This is an optimization exercise on Yosys and OpenROAD, whose aim is small area, not a production implementation. The RTL was checked by simulation tests, not by an equivalence proof against the original design.

Design FIR2, start of the top module:
module FIR2 (X, clk, Y, reset);
   input  [11:0] X;
   input  clk;
   output [13:0] Y;
   input  reset;
   reg [13:0] Y;
   reg [11:0] d1, d2, d3, d4, d5, d6, d7, d8, d9, d10, d11, d12, d13, d14, d15, d16, d17, d18, d19, d20, d21, d22, d23, d24, d25, d26, d27, d28, d29, d30, d31, d32, d33, d34, d35, d36, d37, d38, d39, d40, d41, d42, d43, d44, d45, d46, d47, d48, d49, d50, d51, d52, d53, d54, d55, d56, d57, d58;
   always @(posedge clk) begin
      d1 <= X;
      d2 <= d1;
      d3 <= d2;
      d4 <= d3;
      d5 <= d4;
      d6 <= d5;
      d7 <= d6;
      d8 <= d7;
      d9 <= d8;
      d10 <= d9;
      d11 <= d10;
      d12 <= d11;
      d13 <= d12;
      d14 <= d13;
      d15 <= d14;
      d16 <= d15;
      d17 <= d16;
      d18 <= d17;
      d19 <= d18;
      d20 <= d19;
      d21 <= d20;
      d22 <= d21;
      d23 <= d22;
      d24 <= d23;
      d25 <= d24;
      d26 <= d25;
      d27 <= d26;
      d28 <= d27;
      d29 <= d28;
      d30 <= d29;
      d31 <= d30;
      d32 <= d31;
      d33 <= d32;
      d34 <= d33;
      d35 <= d34;
      d36 <= d35;
      d37 <= d36;
      d38 <= d37;
      d39 <= d38;
      d40 <= d39;
      d41 <= d40;
      d42 <= d41;
      d43 <= d42;
      d44 <= d43;
      d45 <= d44;
      d46 <= d45;
      d47 <= d46;
      d48 <= d47;
      d49 <= d48;
      d50 <= d49;
      d51 <= d50;
      d52 <= d51;
      d53 <= d52;
      d54 <= d53;
      d55 <= d54;
      d56 <= d55;
      d57 <= d56;
      d58 <= d57;
   end
   reg [5:0] cnt;
   always @(posedge clk or posedge reset)
      if (reset) cnt <= 6'd0;
      else if (cnt != 6'd63) cnt <= cnt + 6'd1;
   wire v2 = (cnt[5] | (cnt[4] | (cnt[3] | (cnt[2] | cnt[1]))));
   wire [11:0] m2 = ~(d2 & {12{v2}});
   wire v4 = (cnt[5] | (cnt[4] | (cnt[3] | cnt[2])));
   wire [11:0] m4 = ~(d4 & {12{v4}});
   wire v6 = (cnt[5] | (cnt[4] | (cnt[3] | (cnt[2] & cnt[1]))));
   wire [11:0] m6 = ~(d6 & {12{v6}});
   wire v8 = (cnt[5] | (cnt[4] | cnt[3]));
  ...
Settings: LEC_CHECK=0, CAP_MARGIN=20, CORE_MARGIN=2, CORE_UTILIZATION=40, CTS_CLUSTER_DIAMETER=100, CTS_CLUSTER_SIZE=30, SLEW_MARGIN=20, SYNTH_HIERARCHICAL=1; clock period 15.0 ns.
run.sh (not shown) runs the stock make flow with config.mk's settings and CLKGATE_MAP_FILE= SYNTH_SCRIPT=/design/flow/synth_recipe.tcl, a recipe that flattens the netlist after the stock synthesis.
Edit:
CORE_UTILIZATION = 50   (was 40)
CTS_BUF_LIST = sky130_fd_sc_hd__clkbuf_8   (was unset)
CTS_CLUSTER_DIAMETER = 60   (was 100)
CTS_CLUSTER_SIZE = 20   (was 30)
Global-route usage came out higher by 6.4 points.
Via count came out higher by 0.62%.
Fmax came out higher by 0.41%.
Edit:
CORE_UTILIZATION = 40   (was 50)
CTS_CLUSTER_SIZE = 16   (was 20)
Die area rose by 25%.
Wire length fell by 1.2%.
First-iteration DRC count fell by 4.9%.
Synthesized cell count stays the same.
Clock skew fell by 0.026 ns.
Edit:
CORE_UTILIZATION = 65   (was 40)
CTS_CLUSTER_SIZE = 20   (was 16)
What happened:
- first-iteration DRC count came out higher by 40%
- non-clock buffer count increases by 5
- final area goes down by 1.3%
- global-route usage came out higher by 15 points
- via count goes up by 5.5%
- area after synthesis stays the same
- worst hold slack hardly moves
- fmax came out higher by 1.2%
- count of clock-buffer cells in the layout decreases by 8
- final cell count fell by 12%
- wire length came out higher by 0.62%
Edit:
CORE_UTILIZATION = 40   (was 65)
CTS_BUF_LIST = unset   (was sky130_fd_sc_hd__clkbuf_8)
CTS_CLUSTER_DIAMETER = unset   (was 60)
CTS_CLUSTER_SIZE = unset   (was 20)
GPL_TIMING_DRIVEN = 0   (was unset)
After rerunning:
- area after synthesis does not change
- worst hold slack degrades by 0.022 ns
- fmax shrinks by a few percent

========
FIR2, a different RTL version from the one above (not shown whole).
Size: about 2200 cells after synthesis, ~720 flip-flops, about 28 I/O pins, about 0.032 mm^2 of cells after synthesis.
## FIR2
module FIR2 (X, clk, Y, reset);
   input  [11:0] X;
   input  clk;
   output [13:0] Y;
   input  reset;
   reg [13:0] Y;
   reg [11:0] d1, d2, d3, d4, d5, d6, d7, d8, d9, d10, d11, d12, d13, d14, d15, d16, d17, d18, d19, d20, d21, d22, d23, d24, d25, d26, d27, d28, d29, d30, d31, d32, d33, d34, d35, d36, d37, d38, d39, d40, d41, d42, d43, d44, d45, d46, d47, d48, d49, d50, d51, d52, d53, d54, d55, d56, d57, d58;
   always @(posedge clk) begin
      d1 <= X;
      d2 <= d1;
      d3 <= d2;
      d4 <= d3;
      d5 <= d4;
      d6 <= d5;
      d7 <= d6;
      d8 <= d7;
      d9 <= d8;
      d10 <= d9;
      d11 <= d10;
      d12 <= d11;
      d13 <= d12;
      d14 <= d13;
      d15 <= d14;
      d16 <= d15;
      d17 <= d16;
      d18 <= d17;
      d19 <= d18;
      d20 <= d19;
      d21 <= d20;
      d22 <= d21;
      d23 <= d22;
      d24 <= d23;
      d25 <= d24;
      d26 <= d25;
      d27 <= d26;
      d28 <= d27;
      d29 <= d28;
      d30 <= d29;
      d31 <= d30;
      d32 <= d31;
      d33 <= d32;
      d34 <= d33;
      d35 <= d34;
      d36 <= d35;
      d37 <= d36;
      d38 <= d37;
      d39 <= d38;
      d40 <= d39;
      d41 <= d40;
      d42 <= d41;
      d43 <= d42;
      d44 <= d43;
      d45 <= d44;
      d46 <= d45;
      d47 <= d46;
      d48 <= d47;
      d49 <= d48;
      d50 <= d49;
      d51 <= d50;
      d52 <= d51;
      d53 <= d52;
      d54 <= d53;
      d55 <= d54;
      d56 <= d55;
      d57 <= d56;
      d58 <= d57;
   end
   reg [5:0] cnt;
   always @(posedge clk or posedge reset)
      if (reset) cnt <= 6'd0;
      else if (cnt != 6'd63) cnt <= cnt + 6'd1;
   wire v2 = (cnt[5] | (cnt[4] | (cnt[3] | (cnt[2] | cnt[1]))));
   wire [11:0] m2 = ~(d2 & {12{v2}});
   wire v4 = (cnt[5] | (cnt[4] | (cnt[3] | cnt[2])));
   wire [11:0] m4 = ~(d4 & {12{v4}});
   wire v6 = (cnt[5] | (cnt[4] | (cnt[3] | (cnt[2] & cnt[1]))));
   wire [11:0] m6 = ~(d6 & {12{v6}});
   wire v8 = (cnt[5] | (cnt[4] | cnt[3]));
   wire [11:0] m8 = ~(d8 & {12{v8}});
  ...
clock: 15.0 ns
lec_check: 0
cap_margin: 20
core_margin: 2
core_utilization: 40
cts_buf_list: sky130_fd_sc_hd__clkbuf_16
cts_cluster_diameter: 80
cts_cluster_size: 24
gpl_timing_driven: 0
slew_margin: 20
synth_hierarchical: 1
standard.sh (not shown) runs the stock make flow with config.mk's settings and CLKGATE_MAP_FILE= SYNTH_SCRIPT=/design/flow/synth_recipe.tcl, a recipe that flattens the netlist after the stock synthesis.
==> flow/flow/run.sh <==
#!/bin/bash
# Standard ORFS flow (the standard.sh), with the port buffers that
# buffer_ports inserts on every input and output made the smallest buffer.
set -o pipefail
export BUFFER_PORTS_ARGS="-buffer_cell sky130_fd_sc_hd__buf_1"
bash standard.sh > standard_flow.log 2>&1
The first run ran to the end with no violations.
Change:
CORE_UTILIZATION = 45   (was 40)
CTS_BUF_LIST = sky130_fd_sc_hd__clkbuf_8   (was sky130_fd_sc_hd__clkbuf_16)
CTS_CLUSTER_DIAMETER = 60   (was 80)
CTS_CLUSTER_SIZE = 18   (was 24)
The new run completed with no timing, DRC or antenna violations; cell count went down by 2.5%; core utilization went up by 4.5 points; hold slack hardly moves; register-to-register slack gets worse by 0.02 ns; flip-flop and latch count is unchanged; routed wire length went down by about 1.5%; die area went down by 11%.

========
FIR2, a different RTL version from the one above (not shown whole).
For scale: ~2200 cells after synthesis, ~28 I/O pins.
==> flow/config.mk <==
export PLATFORM = sky130hd
export DESIGN_NAME = FIR2
export DESIGN_NICKNAME = FIR2
export VERILOG_FILES = /design/flow/design.v
export SDC_FILE = /design/flow/constraint.sdc
export NUM_CORES = 4
export LEC_CHECK = 0
export CAP_MARGIN = 20
export CORE_MARGIN = 2
export CORE_UTILIZATION = 40
export CTS_BUF_LIST = sky130_fd_sc_hd__clkbuf_4
export CTS_CLUSTER_DIAMETER = 50
export CTS_CLUSTER_SIZE = 10
export SLEW_MARGIN = 20
export SYNTH_HIERARCHICAL = 1
==> flow/constraint.sdc <==
create_clock -name core_clock -period 15.0 [get_ports {clk}]
set_input_delay 3.0000 -clock core_clock [delete_from_list [all_inputs] [get_ports {clk}]]
set_output_delay 3.0000 -clock core_clock [all_outputs]
set_load 0.01 [all_outputs]
Scripts as last shown in full above: flow/flow/run.sh
Rerun with:
==> flow/run.sh (new file) <==
#!/bin/bash
# synth_recipe.tcl (not shown) runs the flow's synth.tcl, then flattens the netlist and writes it again
# the make line also repeats each setting of config.mk as NAME=value (left out here)
make -C /OpenROAD-flow-scripts/flow DESIGN_CONFIG=/design/flow/config.mk WORK_HOME=/design/flow/orfs CLKGATE_MAP_FILE= SYNTH_SCRIPT=/design/flow/synth_recipe.tcl finish
CTS_BUF_LIST = sky130_fd_sc_hd__clkbuf_8   (was sky130_fd_sc_hd__clkbuf_4)
CTS_CLUSTER_DIAMETER = 60   (was 50)
CTS_CLUSTER_SIZE = 16   (was 10)
removed: flow/flow/run.sh
removed: flow/standard.sh
Effect: Maximum frequency came out lower by 0.90%; global-route usage is about the same; non-clock buffer count is higher by 2; hold slack improves by 0.035 ns; synthesized area stays the same; die area does not change; clock skew drops by 0.049 ns; setup slack is worse by 0.13 ns.
Rerun with:
==> flow/flow/run.sh (new file) <==
#!/bin/bash
# Standard ORFS flow (the standard.sh), with the port buffers that
# buffer_ports inserts on every input and output made the smallest buffer.
set -o pipefail
export BUFFER_PORTS_ARGS="-buffer_cell sky130_fd_sc_hd__buf_1"
bash standard.sh > standard_flow.log 2>&1
==> flow/standard.sh (new file) <==
#!/bin/bash
# synth_recipe.tcl (not shown) runs the flow's synth.tcl, then flattens the netlist and writes it again
# the make line also repeats each setting of config.mk as NAME=value (left out here)
make -C /OpenROAD-flow-scripts/flow DESIGN_CONFIG=/design/flow/config.mk WORK_HOME=/design/flow/orfs CLKGATE_MAP_FILE= SYNTH_SCRIPT=/design/flow/synth_recipe.tcl "${@:-finish}"
CORE_UTILIZATION = 55   (was 40)
GPL_TIMING_DRIVEN = 0   (was not set)
removed: flow/run.sh
=>
- The new run ran to the end with no violations
- flip-flop and latch count is unchanged
- cell area is lower by 1.9%
- area after synthesis does not change
- worst hold slack gains 0.010 ns

========
Starting RTL as in the previous note.
Settings: LEC_CHECK=0, CAP_MARGIN=20, CORE_MARGIN=2, CORE_UTILIZATION=40, CTS_BUF_LIST=sky130_fd_sc_hd__clkbuf_4 sky130_fd_sc_hd__clkbuf_8, CTS_CLUSTER_DIAMETER=50, CTS_CLUSTER_SIZE=12, SLEW_MARGIN=20, SYNTH_HIERARCHICAL=1; clock period 15.0 ns.
==> flow/flow/run.sh <==
#!/bin/bash
# Standard ORFS flow (the standard.sh), with the port buffers that
# buffer_ports inserts on every input and output made the smallest buffer.
set -o pipefail
export BUFFER_PORTS_ARGS="-buffer_cell sky130_fd_sc_hd__buf_1"
bash standard.sh > standard_flow.log 2>&1
The baseline completed with no timing, DRC or antenna violations.
==> next run, changes <==
Settings changed: ABC_AREA set to 1, CTS_BUF_LIST sky130_fd_sc_hd__clkbuf_4 sky130_fd_sc_hd__clkbuf_8 to sky130_fd_sc_hd__clkbuf_8, CTS_CLUSTER_DIAMETER 50 to 60, CTS_CLUSTER_SIZE 12 to 16, GPL_TIMING_DRIVEN set to 0.
Effect: The new run produced a clean layout. Routed wire length grows by 4.4%. Worst setup slack got worse by 0.14 ns. Cell count barely changes. Synthesized area stays flat. Via count grows by 1.3%. Hold slack improved by 0.027 ns. Design area shrinks by 1.3%. Synthesized cell count grows by 1.8%. Count of clock-buffer cells in the layout shrinks by 36.

========
FIR2 with an RTL version that a note above also has.
For scale: about 720 flip-flops, roughly 28 I/O pins.
==> flow/design.v (excerpt) <==
module FIR2 (X, clk, Y, reset);
   input  [11:0] X;
   input  clk;
   output [13:0] Y;
   input  reset;
   reg [13:0] Y;
   reg [11:0] d1, d2, d3, d4, d5, d6, d7, d8, d9, d10, d11, d12, d13, d14, d15, d16, d17, d18, d19, d20, d21, d22, d23, d24, d25, d26, d27, d28, d29, d30, d31, d32, d33, d34, d35, d36, d37, d38, d39, d40, d41, d42, d43, d44, d45, d46, d47, d48, d49, d50, d51, d52, d53, d54, d55, d56, d57, d58;
   always @(posedge clk) begin
      d1 <= X;
      d2 <= d1;
      d3 <= d2;
      d4 <= d3;
      d5 <= d4;
      d6 <= d5;
      d7 <= d6;
      d8 <= d7;
      d9 <= d8;
      d10 <= d9;
      d11 <= d10;
      d12 <= d11;
      d13 <= d12;
      d14 <= d13;
      d15 <= d14;
      d16 <= d15;
      d17 <= d16;
      d18 <= d17;
      d19 <= d18;
      d20 <= d19;
      d21 <= d20;
      d22 <= d21;
      d23 <= d22;
      d24 <= d23;
      d25 <= d24;
      d26 <= d25;
      d27 <= d26;
      d28 <= d27;
      d29 <= d28;
      d30 <= d29;
      d31 <= d30;
      d32 <= d31;
      d33 <= d32;
      d34 <= d33;
      d35 <= d34;
      d36 <= d35;
      d37 <= d36;
      d38 <= d37;
      d39 <= d38;
      d40 <= d39;
      d41 <= d40;
  ...
clock: 15.0 ns
lec_check: 0
cap_margin: 20
core_margin: 2
core_utilization: 40
slew_margin: 20
synth_hierarchical: 1
run.sh (not shown) runs the stock make flow with config.mk's settings and CLKGATE_MAP_FILE= SYNTH_SCRIPT=/design/flow/synth_recipe.tcl, a recipe that flattens the netlist after the stock synthesis.
Stock flow here: none of the scripts above is used.
The starting point completed with no timing, DRC or antenna violations.
==> next run, changes <==
Settings changed: CTS_CLUSTER_DIAMETER set to 80, CTS_CLUSTER_SIZE set to 20.
Global-route usage fell by 0.38 points.
Setup slack got worse by 42 ps.
Final area fell by a few percent.
Core utilization fell by 1.4 points.
Via count fell slightly.
Non-clock buffer count stays the same.
Synthesized cell count stays the same.
Critical path depth is unchanged.
Final cell count fell by a few percent.

========
north:
FIR2 with an RTL version that a note above also has.
Size: about 720 flip-flops, ~28 I/O pins, ~32000 sq um of cells after synthesis.
Design FIR2, start of the top module:
module FIR2 (X, clk, Y, reset);
   input  [11:0] X;
   input  clk;
   output [13:0] Y;
   input  reset;
   reg [13:0] Y;
   reg [11:0] d1, d2, d3, d4, d5, d6, d7, d8, d9, d10, d11, d12, d13, d14, d15, d16, d17, d18, d19, d20, d21, d22, d23, d24, d25, d26, d27, d28, d29, d30, d31, d32, d33, d34, d35, d36, d37, d38, d39, d40, d41, d42, d43, d44, d45, d46, d47, d48, d49, d50, d51, d52, d53, d54, d55, d56, d57, d58;
   always @(posedge clk) begin
      d1 <= X;
      d2 <= d1;
      d3 <= d2;
      d4 <= d3;
      d5 <= d4;
      d6 <= d5;
      d7 <= d6;
      d8 <= d7;
      d9 <= d8;
      d10 <= d9;
      d11 <= d10;
      d12 <= d11;
      d13 <= d12;
      d14 <= d13;
      d15 <= d14;
      d16 <= d15;
      d17 <= d16;
      d18 <= d17;
      d19 <= d18;
      d20 <= d19;
      d21 <= d20;
      d22 <= d21;
      d23 <= d22;
      d24 <= d23;
      d25 <= d24;
      d26 <= d25;
      d27 <= d26;
      d28 <= d27;
      d29 <= d28;
      d30 <= d29;
      d31 <= d30;
      d32 <= d31;
      d33 <= d32;
      d34 <= d33;
      d35 <= d34;
      d36 <= d35;
      d37 <= d36;
      d38 <= d37;
      d39 <= d38;
      d40 <= d39;
      d41 <= d40;
      d42 <= d41;
  ...
export LEC_CHECK = 0
export CAP_MARGIN = 20
export CORE_MARGIN = 2
export CORE_UTILIZATION = 40
export CTS_BUF_LIST = sky130_fd_sc_hd__clkbuf_8
export CTS_CLUSTER_DIAMETER = 60
export CTS_CLUSTER_SIZE = 16
export SLEW_MARGIN = 20
export SYNTH_HIERARCHICAL = 1
create_clock -name core_clock -period 15.0 [get_ports {clk}]
standard.sh (not shown) runs the stock make flow with config.mk's settings and CLKGATE_MAP_FILE= SYNTH_SCRIPT=/design/flow/synth_recipe.tcl, a recipe that flattens the netlist after the stock synthesis.
Scripts as last shown in full above: flow/flow/run.sh
--- input diff north..south ---
# north
export LEC_CHECK = 0
export CAP_MARGIN = 20
export CORE_MARGIN = 2
export CORE_UTILIZATION = 40
export CTS_BUF_LIST = sky130_fd_sc_hd__clkbuf_8
export CTS_CLUSTER_DIAMETER = 60
export CTS_CLUSTER_SIZE = 16
export SLEW_MARGIN = 20
export SYNTH_HIERARCHICAL = 1
create_clock -name core_clock -period 15.0 [get_ports {clk}]
# south
export LEC_CHECK = 0
export CAP_MARGIN = 20
export CORE_MARGIN = 2
export CORE_UTILIZATION = 40
export CTS_BUF_LIST = sky130_fd_sc_hd__clkbuf_8
export CTS_CLUSTER_DIAMETER = 60
export CTS_CLUSTER_SIZE = 16
export GPL_TIMING_DRIVEN = 0
export SLEW_MARGIN = 20
export SYNTH_HIERARCHICAL = 1
create_clock -name core_clock -period 15.0 [get_ports {clk}]
==> comparison <==
south: no failed stages, no open violations at the end. Cell area | south vs north | south smaller. Against north, south comes in 0.64 points lower on growth of design area from synthesis to finish. Against north, via count in south rose slightly. Density: south sparser than north.

static timing again, ports no longer ideal:
No port has a modelled driver above. Below, the same layouts with a new extraction and two added sets of constraints. Step 1 (the two cells are an assumption about what drives the block):
set clk [get_ports {clk}]
set_driving_cell -lib_cell sky130_fd_sc_hd__clkbuf_16 $clk
set_driving_cell -lib_cell sky130_fd_sc_hd__buf_2 [delete_from_list [all_inputs] $clk]
Step 2, shift: input delay + t, output delay - t, t = (earliest + latest rising clock arrival at the registers) / 2. This alone moves slack from input paths to output paths. Three values: ideal, step 1, step 2; two values: the first two.
run | t (ns) | slack for setup (ns) | worst setup path at the end | worst data-port slew with drivers (ns) | pins driven straight from the clock port
the first run of note 1 | 0.698 | 1.056 / 1.056 / 1.056 | register to register | 0.04 | 1
the second run of note 1 | 0.754 | 1.113 / 1.113 / 1.113 | register to register | 0.04 | 1
the third run of note 1 | 0.758 | 1.091 / 1.091 / 1.091 | register to register | 0.04 | 1
the fourth run of note 1 | 0.760 | 1.250 / 1.250 / 1.250 | register to register | 0.04 | 1
the fifth run of note 1 | 0.684 | 0.626 / 0.626 / 0.626 | register to register | 0.03 | 1
the first run of note 2 | 0.652 | 0.462 / 0.462 / -0.011 | input to register | 0.04 | 1
the second run of note 2 | 0.732 | 0.442 / 0.442 / -0.110 | input to register | 0.03 | 1
the first run of note 3 | 0.907 | 0.691 / 0.691 / 0.569 | input to register | 0.04 | 1
the second run of note 3 | 0.767 | 0.561 / 0.561 / 0.171 | input to register | 0.04 | 1
the third run of note 3 | 0.759 | 0.515 / 0.515 / 0.515 | register to register | 0.03 | 1
the first run of note 4 | 0.740 | 0.657 / 0.657 / 0.585 | input to register | 0.04 | 1
the second run of note 4 | 0.752 | 0.519 / 0.519 / 0.401 | input to register | 0.06 | 1
the first run of note 5 | 0.700 | 1.112 / 1.112 / 1.112 | register to register | 0.04 | 1
the second run of note 5 | 0.664 | 1.070 / 1.070 / 1.070 | register to register | 0.04 | 1
north | 0.766 | 0.730 / 0.730 / 0.592 | input to register | 0.04 | 1
south | 0.748 | 0.514 / 0.514 / 0.514 | register to register | 0.06 | 1
With both steps, setup timing fails in the first run of note 2 and the second run of note 2, where it was met with ideal ports. For the second run of note 2, which loses most, drivers alone change the setup slack by 0.000 ns; drivers and shift together by -0.552 ns.
